From an optimization exercise on the open Yosys and OpenROAD flow, aimed at small area and a short achievable clock period; shortcuts taken in it are not production practice.
At most, simulation tests tie the RTL to the original design; equivalence was not proved.
Power and IR drop assume default switching activity.

==> module alu_row, before the edit <==
module alu_row #(parameter int W = 8, parameter bit FAST = 1) (
    input  [W-1:0] x,
    input  [W-1:0] y,
    input          ci,
    output [W-1:0] s,
    output         co
);
    wire [W-1:0] p = x ^ y;
    wire [W:0]   c;
    assign c[0] = ci;
    if (!FAST || W < 3) begin : ripple
        for (genvar j = 0; j < W; j++) begin : bit_
            assign c[j+1] = (x[j] & y[j]) | (c[j] & p[j]);
        end
    end else begin : prefix
        localparam int L = (W > 16) ? 5 : (W > 8) ? 4 : (W > 4) ? 3 : (W > 2) ? 2 : 1;
        wire [W-1:0] g [0:L];
        wire [W-1:0] q [0:L];
        assign g[0][0] = (x[0] & y[0]) | (ci & p[0]);
        assign q[0][0] = 1'b0;
        for (genvar j = 1; j < W; j++) begin : gp
            assign g[0][j] = x[j] & y[j];
            assign q[0][j] = p[j];
        end
        for (genvar l = 0; l < L; l++) begin : lev
            for (genvar j = 0; j < W; j++) begin : node
                if ((j >> l) & 1) begin : comb
                    localparam int J = ((j >> (l + 1)) << (l + 1)) + (1 << l) - 1;
                    assign g[l+1][j] = g[l][j] | (q[l][j] & g[l][J]);
                    assign q[l+1][j] = q[l][j] & q[l][J];
                end else begin : pass
                    assign g[l+1][j] = g[l][j];
                    assign q[l+1][j] = q[l][j];
                end
            end
        end
        for (genvar j = 0; j < W; j++) begin : carry
            assign c[j+1] = g[L][j];
        end
    end
    assign s  = p ^ c[W-1:0];
    assign co = c[W];
endmodule
make LEC_CHECK=0 CAP_MARGIN=20 CORE_MARGIN=2 CORE_UTILIZATION=40 SLEW_MARGIN=20 finish   # period 75.0 ns
run.sh (not shown) runs the stock make flow with config.mk's settings and CLKGATE_MAP_FILE= SYNTH_SCRIPT=/design/flow/synth_recipe.tcl, a recipe that flattens the netlist after the stock synthesis.
The starting point finished with timing, DRC and antenna clean.
Rerun with:
--- a/flow/design.v
+++ b/flow/design.v
@@ -97,9 +97,9 @@
         for (genvar j = 0; j < W; j++) begin : bit_
             assign c[j+1] = (x[j] & y[j]) | (c[j] & p[j]);
         end
     end else begin : prefix
-        localparam int L = (W > 16) ? 5 : (W > 8) ? 4 : (W > 4) ? 3 : (W > 2) ? 2 : 1;
+        localparam int L = $clog2(W);
         wire [W-1:0] g [0:L];
         wire [W-1:0] q [0:L];
         assign g[0][0] = (x[0] & y[0]) | (ci & p[0]);
         assign q[0][0] = 1'b0;
Effect: The new run completed with no timing, DRC or antenna violations; worst hold slack does not change; synthesized area does not change; first-iteration DRC count does not change; final area does not change; routed wire length stays the same; power stays the same; sequential share of layout area is unchanged; maximum frequency is unchanged; die area stays the same; combinational power stays flat; setup slack is unchanged; sequential power barely changes; utilization is unchanged; count of clock-buffer cells in the layout is unchanged.
Function not checked in the second run of this note: the RTL went through the layout flow alone.

========
nickel:
arith_eg3_mod, a different RTL version from the one above (not shown whole).
For scale: ~5,500 cells after synthesis, roughly 170 flip-flops, ~0.035 mm^2 of cells after synthesis.
==> module arith_eg3_mod, before the edit <==
module arith_eg3_mod(
    input clk,
    input rst,
    input int a,
    input int b,
    input [1:0] sel,
    output int r
);
    localparam int K1 = 11;
    localparam int K2 = 25;
    localparam int RIPPLE_MAX = 4;    
    logic        mul0, mul1, mul2;       
    logic        div0, div1, div2;       
    logic        inv0, inv1, inv2;       
    logic        nq0,  nq1,  nq2;        
    logic [31:0] ns0,  ns1,  ns2;        
    logic [31:0] y0,   y1,   y2;         
    logic [31:0] xr1,  xr2;              
    logic [31:0] qr1,  qr2;              
    wire  [2:0]        m_mul = {mul2, mul1, mul0};
    wire  [2:0]        m_div = {div2, div1, div0};
    wire  [2:0]        m_inv = {inv2, inv1, inv0};
    wire  [2:0][31:0]  nsrc  = {ns2, ns1, ns0};
    wire  [2:0][31:0]  y     = {y2, y1, y0};
    wire  [2:0][31:0]  xreg  = {xr2, xr1, 32'd0};
    wire  [31:0][31:0] xo;       
    wire  [31:0] qc;               
    wire        s_div = (sel == 2'd3);
    wire        s_mul = (sel == 2'd2);
    wire        s_inv = sel[0];
    wire [31:0] a_abs = a[31] ? -a : a;
    wire [31:0] b_abs = b[31] ? -b : b;
    assign mul0 = s_mul;
    assign div0 = s_div;
    assign inv0 = s_inv;
    assign nq0  = s_div & (a[31] ^ b[31]) & (b != 32'd0);
    assign ns0  = s_div ? a_abs : a;
    assign y0   = (s_div ? b_abs : b) ^ {32{s_inv}};
    for (genvar k = 0; k < 32; k++) begin : row
        localparam int S = (k < K1) ? 0 : (k < K2) ? 1 : 2;
        wire         nb = ~m_mul[S] & nsrc[S][31-k];
        wire [k:0]   xin;
        if (k == 0)                  assign xin = nb;
        else if (k == K1 || k == K2) assign xin = {xreg[S][k-1:0], nb};
        else                         assign xin = {xo[k-1][k-1:0], nb};
        wire [k:0]   s;
        wire         co;
        alu_row #(.W(k+1), .FAST(k >= RIPPLE_MAX)) add (.x(xin), .y(y[S][k:0]), .ci(m_inv[S]), .s(s), .co(co));
        wire hz;
        if (k == 31) assign hz = 1'b1;
        else         assign hz = &y[S][31:k+1];
        wire keep = m_mul[S] ? nsrc[S][31-k] : m_div[S] ? (co & hz) : (k == 31);
        assign qc[31-k] = keep;
        assign xo[k] = {{(31-k){1'b0}}, keep ? s : xin};
    end
    logic sd, sx;    
    always_ff @(posedge clk) begin
        mul1 <= mul0;
        div1 <= div0;
        inv1 <= inv0;
        nq1  <= nq0;
        ns1  <= ns0;
        y1   <= y0;
        xr1  <= xo[K1-1];
        qr1  <= qc;
        mul2 <= mul1;
        div2 <= div1;
        inv2 <= inv1;
        nq2  <= nq1;
        ns2  <= ns1;
        y2   <= y1;
        xr2  <= xo[K2-1];
        qr2  <= {qr1[31:32-K1], qc[31-K1:0]};
        if (rst) begin
            sd <= 1'b0;
            sx <= 1'b0;
        end else begin
            sd <= div1;
            sx <= ~div1;
        end
    end
    wire [31:0] q = {qr2[31:32-K2], qc[31-K2:0]};
    wire [31:0] qf = nq2 ? -q : q;
    assign r = ({32{sd}} & qf) | ({32{sx}} & xo[31]);
endmodule
clock: 75.0 ns
lec_check: 0
abc_area: 1
cap_margin: 20
core_margin: 2
core_utilization: 40
slew_margin: 65
nickel finished every stage and its layout cleared the timing, DRC and antenna checks.
Relative to nickel, the following input files were edited for ember:
--- a/flow/design.v
+++ b/flow/design.v
@@ -6,7 +6,7 @@
     input [1:0] sel,
     output int r
 );
-    localparam int K1 = 11;
+    localparam int K1 = 12;
     localparam int K2 = 25;
     localparam int RIPPLE_MAX = 4;    
     logic        mul0, mul1, mul2;       
--- outcome ---
nickel -> ember: number of global-route vias before repair increased slightly
Route | ember vs nickel | wire longer in ember
nickel → ember: fraction of standard cell area that is sequential shows no meaningful change, clock-buffer cell count shows a reduction of 2, sequential share of power shows an increase of 0.7 points, worst-case setup margin in the final layout shows an increase of 0.086 ns, total combinational power shows a reduction of about 6%.
Total of plain and repair buffers excluding clock buffers for ember: 6 up relative to nickel
More vias were needed by ember than by nickel.
Function not checked in nickel: the RTL went through the layout flow alone.

========
Setup of run C:
The RTL this note starts from:
==> flow/design.v <==
module arith_eg3_mod(
    input clk,
    input rst,
    input int a,
    input int b,
    input [1:0] sel,
    output int r
);
    localparam int K1 = 8;
    localparam int K2 = 28;
    localparam int RIPPLE_MAX = 4;    
    logic        mul0, mul1, mul2;       
    logic        div0, div1, div2;       
    logic        inv0, inv1, inv2;       
    logic        nq0,  nq1,  nq2;        
    logic [31:0] ns0,  ns1,  ns2;        
    logic [31:0] y0,   y1,   y2;         
    logic [31:0] xr1,  xr2;              
    logic [31:0] qr1,  qr2;              
    wire  [2:0]        m_mul = {mul2, mul1, mul0};
    wire  [2:0]        m_div = {div2, div1, div0};
    wire  [2:0]        m_inv = {inv2, inv1, inv0};
    wire  [2:0][31:0]  nsrc  = {ns2, ns1, ns0};
    wire  [2:0][31:0]  y     = {y2, y1, y0};
    wire  [2:0][31:0]  xreg  = {xr2, xr1, 32'd0};
    wire  [31:0][31:0] xo;       
    wire  [31:0] qc;               
    wire        s_div = (sel == 2'd3);
    wire        s_mul = (sel == 2'd2);
    wire        s_inv = sel[0];
    wire [31:0] a_abs = a[31] ? -a : a;
    wire [31:0] b_abs = b[31] ? -b : b;
    assign mul0 = s_mul;
    assign div0 = s_div;
    assign inv0 = s_inv;
    assign nq0  = s_div & (a[31] ^ b[31]) & (b != 32'd0);
    assign ns0  = s_div ? a_abs : a;
    assign y0   = (s_div ? b_abs : b) ^ {32{s_inv}};
    for (genvar k = 0; k < 32; k++) begin : row
        localparam int S = (k < K1) ? 0 : (k < K2) ? 1 : 2;
        wire         nb = ~m_mul[S] & nsrc[S][31-k];
        wire [k:0]   xin;
        if (k == 0)                  assign xin = nb;
        else if (k == K1 || k == K2) assign xin = {xreg[S][k-1:0], nb};
        else                         assign xin = {xo[k-1][k-1:0], nb};
        wire [k:0]   s;
        wire         co;
        alu_row #(.W(k+1), .FAST(k >= RIPPLE_MAX)) add (.x(xin), .y(y[S][k:0]), .ci(m_inv[S]), .s(s), .co(co));
        wire hz;
        if (k == 31) assign hz = 1'b1;
        else         assign hz = &y[S][31:k+1];
        wire keep = m_mul[S] ? nsrc[S][31-k] : m_div[S] ? (co & hz) : (k == 31);
        assign qc[31-k] = keep;
        assign xo[k] = {{(31-k){1'b0}}, keep ? s : xin};
    end
    logic sd, sx;    
    always_ff @(posedge clk) begin
        mul1 <= mul0;
        div1 <= div0;
        inv1 <= inv0;
        nq1  <= nq0;
        ns1  <= ns0;
        y1   <= y0;
        xr1  <= xo[K1-1];
        qr1  <= qc;
        mul2 <= mul1;
        div2 <= div1;
        inv2 <= inv1;
        nq2  <= nq1;
        ns2  <= ns1;
        y2   <= y1;
        xr2  <= xo[K2-1];
        qr2  <= {qr1[31:32-K1], qc[31-K1:0]};
        if (rst) begin
            sd <= 1'b0;
            sx <= 1'b0;
        end else begin
            sd <= div1;
            sx <= ~div1;
        end
    end
    wire [31:0] q = {qr2[31:32-K2], qc[31-K2:0]};
    wire [31:0] qf = nq2 ? -q : q;
    assign r = ({32{sd}} & qf) | ({32{sx}} & xo[31]);
endmodule
module alu_row #(parameter int W = 8, parameter bit FAST = 1) (
    input  [W-1:0] x,
    input  [W-1:0] y,
    input          ci,
    output [W-1:0] s,
    output         co
);
    wire [W-1:0] p = x ^ y;
    wire [W:0]   c;
    assign c[0] = ci;
    if (!FAST || W < 3) begin : ripple
        for (genvar j = 0; j < W; j++) begin : bit_
            assign c[j+1] = p[j] ? c[j] : x[j];
        end
    end else begin : prefix
        localparam int L = (W > 16) ? 5 : (W > 8) ? 4 : (W > 4) ? 3 : (W > 2) ? 2 : 1;
        wire [W-1:0] g [0:L];
        wire [W-1:0] q [0:L];
        assign g[0][0] = p[0] ? ci : x[0];
        assign q[0][0] = 1'b0;
        for (genvar j = 1; j < W; j++) begin : gp
            assign g[0][j] = x[j];
            assign q[0][j] = p[j];
        end
        for (genvar l = 0; l < L; l++) begin : lev
            for (genvar j = 0; j < W; j++) begin : node
                if ((j >> l) & 1) begin : comb
                    localparam int J = ((j >> (l + 1)) << (l + 1)) + (1 << l) - 1;
                    assign g[l+1][j] = q[l][j] ? g[l][J] : g[l][j];
                    assign q[l+1][j] = q[l][j] & q[l][J];
                end else begin : pass
                    assign g[l+1][j] = g[l][j];
                    assign q[l+1][j] = q[l][j];
                end
            end
        end
        for (genvar j = 0; j < W; j++) begin : carry
            assign c[j+1] = g[L][j];
        end
    end
    assign s  = p ^ c[W-1:0];
    assign co = c[W];
endmodule
==> flow/config.mk <==
export PLATFORM = sky130hd
export DESIGN_NAME = arith_eg3_mod
export DESIGN_NICKNAME = arith_eg3_mod
export VERILOG_FILES = /design/flow/design.v
export SDC_FILE = /design/flow/constraint.sdc
export NUM_CORES = 4
export LEC_CHECK = 0
export ABC_AREA = 1
export CAP_MARGIN = 20
export CORE_MARGIN = 2
export CORE_UTILIZATION = 40
export SLEW_MARGIN = 72
==> flow/constraint.sdc <==
create_clock -name core_clock -period 75.0 [get_ports {clk}]
set_input_delay 15.0000 -clock core_clock [delete_from_list [all_inputs] [get_ports {clk}]]
set_output_delay 15.0000 -clock core_clock [all_outputs]
set_load 0.01 [all_outputs]
[inputs] run Y vs run C
--- a/flow/design.v
+++ b/flow/design.v
@@ -7,7 +7,8 @@
     output int r
 );
-    localparam int K1 = 8;
-    localparam int K2 = 28;
+    localparam int K1 = 11;
+    localparam int K2 = 25;
     localparam int RIPPLE_MAX = 4;    
+    localparam int STYLE = 2;         
     logic        mul0, mul1, mul2;       
     logic        div0, div1, div2;       
@@ -46,5 +47,5 @@
         wire [k:0]   s;
         wire         co;
-        alu_row #(.W(k+1), .FAST(k >= RIPPLE_MAX)) add (.x(xin), .y(y[S][k:0]), .ci(m_inv[S]), .s(s), .co(co));
+        alu_row #(.W(k+1), .FAST(k >= RIPPLE_MAX), .STYLE(STYLE)) add (.x(xin), .y(y[S][k:0]), .ci(m_inv[S]), .s(s), .co(co));
         wire hz;
         if (k == 31) assign hz = 1'b1;
@@ -84,5 +85,5 @@
     assign r = ({32{sd}} & qf) | ({32{sx}} & xo[31]);
 endmodule
-module alu_row #(parameter int W = 8, parameter bit FAST = 1) (
+module alu_row #(parameter int W = 8, parameter bit FAST = 1, parameter int STYLE = 0) (
     input  [W-1:0] x,
     input  [W-1:0] y,
@@ -96,5 +97,38 @@
     if (!FAST || W < 3) begin : ripple
         for (genvar j = 0; j < W; j++) begin : bit_
-            assign c[j+1] = p[j] ? c[j] : x[j];
+            assign c[j+1] = (x[j] & y[j]) | (c[j] & p[j]);
+        end
+    end else if (STYLE == 2) begin : plain
+        wire [W:0] t = {1'b0, x} + {1'b0, y} + {{W{1'b0}}, ci};
+        assign c[W:1] = t[W:1] ^ {1'b0, p[W-1:1]};
+    end else if (STYLE == 1) begin : bk
+        localparam int L = (W > 16) ? 5 : (W > 8) ? 4 : (W > 4) ? 3 : (W > 2) ? 2 : 1;
+        localparam int NL = 2 * L - 1;
+        wire [W-1:0] g [0:NL];
+        wire [W-1:0] q [0:NL];
+        assign g[0][0] = (x[0] & y[0]) | (ci & p[0]);
+        assign q[0][0] = 1'b0;
+        for (genvar j = 1; j < W; j++) begin : gp
+            assign g[0][j] = x[j] & y[j];
+            assign q[0][j] = p[j];
+        end
+        for (genvar i = 0; i < NL; i++) begin : lev
+            localparam int UP = (i < L);
+            localparam int LL = UP ? i : (2 * L - 2 - i);
+            for (genvar j = 0; j < W; j++) begin : node
+                localparam bit DO = UP ? (((j + 1) % (1 << (LL + 1))) == 0)
+                                       : ((((j + 1) % (1 << (LL + 1))) == (1 << LL)) && (j >= (1 << (LL + 1))));
+                if (DO) begin : comb
+                    localparam int J = j - (1 << LL);
+                    assign g[i+1][j] = g[i][j] | (q[i][j] & g[i][J]);
+                    assign q[i+1][j] = q[i][j] & q[i][J];
+                end else begin : pass
+                    assign g[i+1][j] = g[i][j];
+                    assign q[i+1][j] = q[i][j];
+                end
+            end
+        end
+        for (genvar j = 0; j < W; j++) begin : carry
+            assign c[j+1] = g[NL][j];
         end
     end else begin : prefix
@@ -102,8 +136,8 @@
         wire [W-1:0] g [0:L];
         wire [W-1:0] q [0:L];
-        assign g[0][0] = p[0] ? ci : x[0];
+        assign g[0][0] = (x[0] & y[0]) | (ci & p[0]);
         assign q[0][0] = 1'b0;
         for (genvar j = 1; j < W; j++) begin : gp
-            assign g[0][j] = x[j];
+            assign g[0][j] = x[j] & y[j];
             assign q[0][j] = p[j];
         end
@@ -112,5 +146,5 @@
                 if ((j >> l) & 1) begin : comb
                     localparam int J = ((j >> (l + 1)) << (l + 1)) + (1 << l) - 1;
-                    assign g[l+1][j] = q[l][j] ? g[l][J] : g[l][j];
+                    assign g[l+1][j] = g[l][j] | (q[l][j] & g[l][J]);
                     assign q[l+1][j] = q[l][j] & q[l][J];
                 end else begin : pass
## What came out
- Changes observed in run Y relative to run C: count of nets after finishing lost 637; per-cell routed wire length picked up an extra 1.6 microns; power picked up an extra 9.8%.
- Run Y ended with every stage complete and zero timing, DRC or antenna violations.
- Run C reports its startpoint of the worst setup timing path as mul1 while run Y reports inv2.
- Run C → run Y: width of the die now smaller; via count fell 5787; final worst slack went down by 3300 ps.
No functional check of the RTL was part of any run of this note.

-- re-timing with driven ports --
The flow's constraints put no driver on any port. The routed layouts listed below were extracted and timed again, unchanged, in two steps. Step 1 (the two cells are an assumption about what drives the block):
set clk [get_ports {clk}]
set_driving_cell -lib_cell sky130_fd_sc_hd__clkbuf_16 $clk
set_driving_cell -lib_cell sky130_fd_sc_hd__buf_2 [delete_from_list [all_inputs] $clk]
Step 2 also shifts input and output timing later by t, the mid clock arrival at the registers, as if the neighbouring blocks saw the same clock. Three values: ideal ports, drivers, drivers and shift; two values: the first two.
| run | t, ns | setup WS [ns] | clock arrival spread, ns | cell pins on the clock port's net |
|---|---|---|---|---|
| the first run of note 1 | 0.524 | 30.071 / 30.016 / 30.540 | 0.015 / 0.014 | 1 |
| the second run of note 1 | 0.524 | 30.071 / 30.016 / 30.540 | 0.015 / 0.014 | 1 |
| nickel | 0.538 | 35.782 / 35.711 / 35.817 | 0.016 / 0.016 | 1 |
| ember | 0.526 | 35.867 / 35.807 / 36.333 | 0.028 / 0.029 | 1 |
| run C | 0.532 | 41.487 / 41.487 / 41.487 | 0.025 / 0.025 | 1 |
| run Y | 0.551 | 38.183 / 38.116 / 38.667 | 0.017 / 0.018 | 1 |
After both steps every run listed still meets setup and hold.
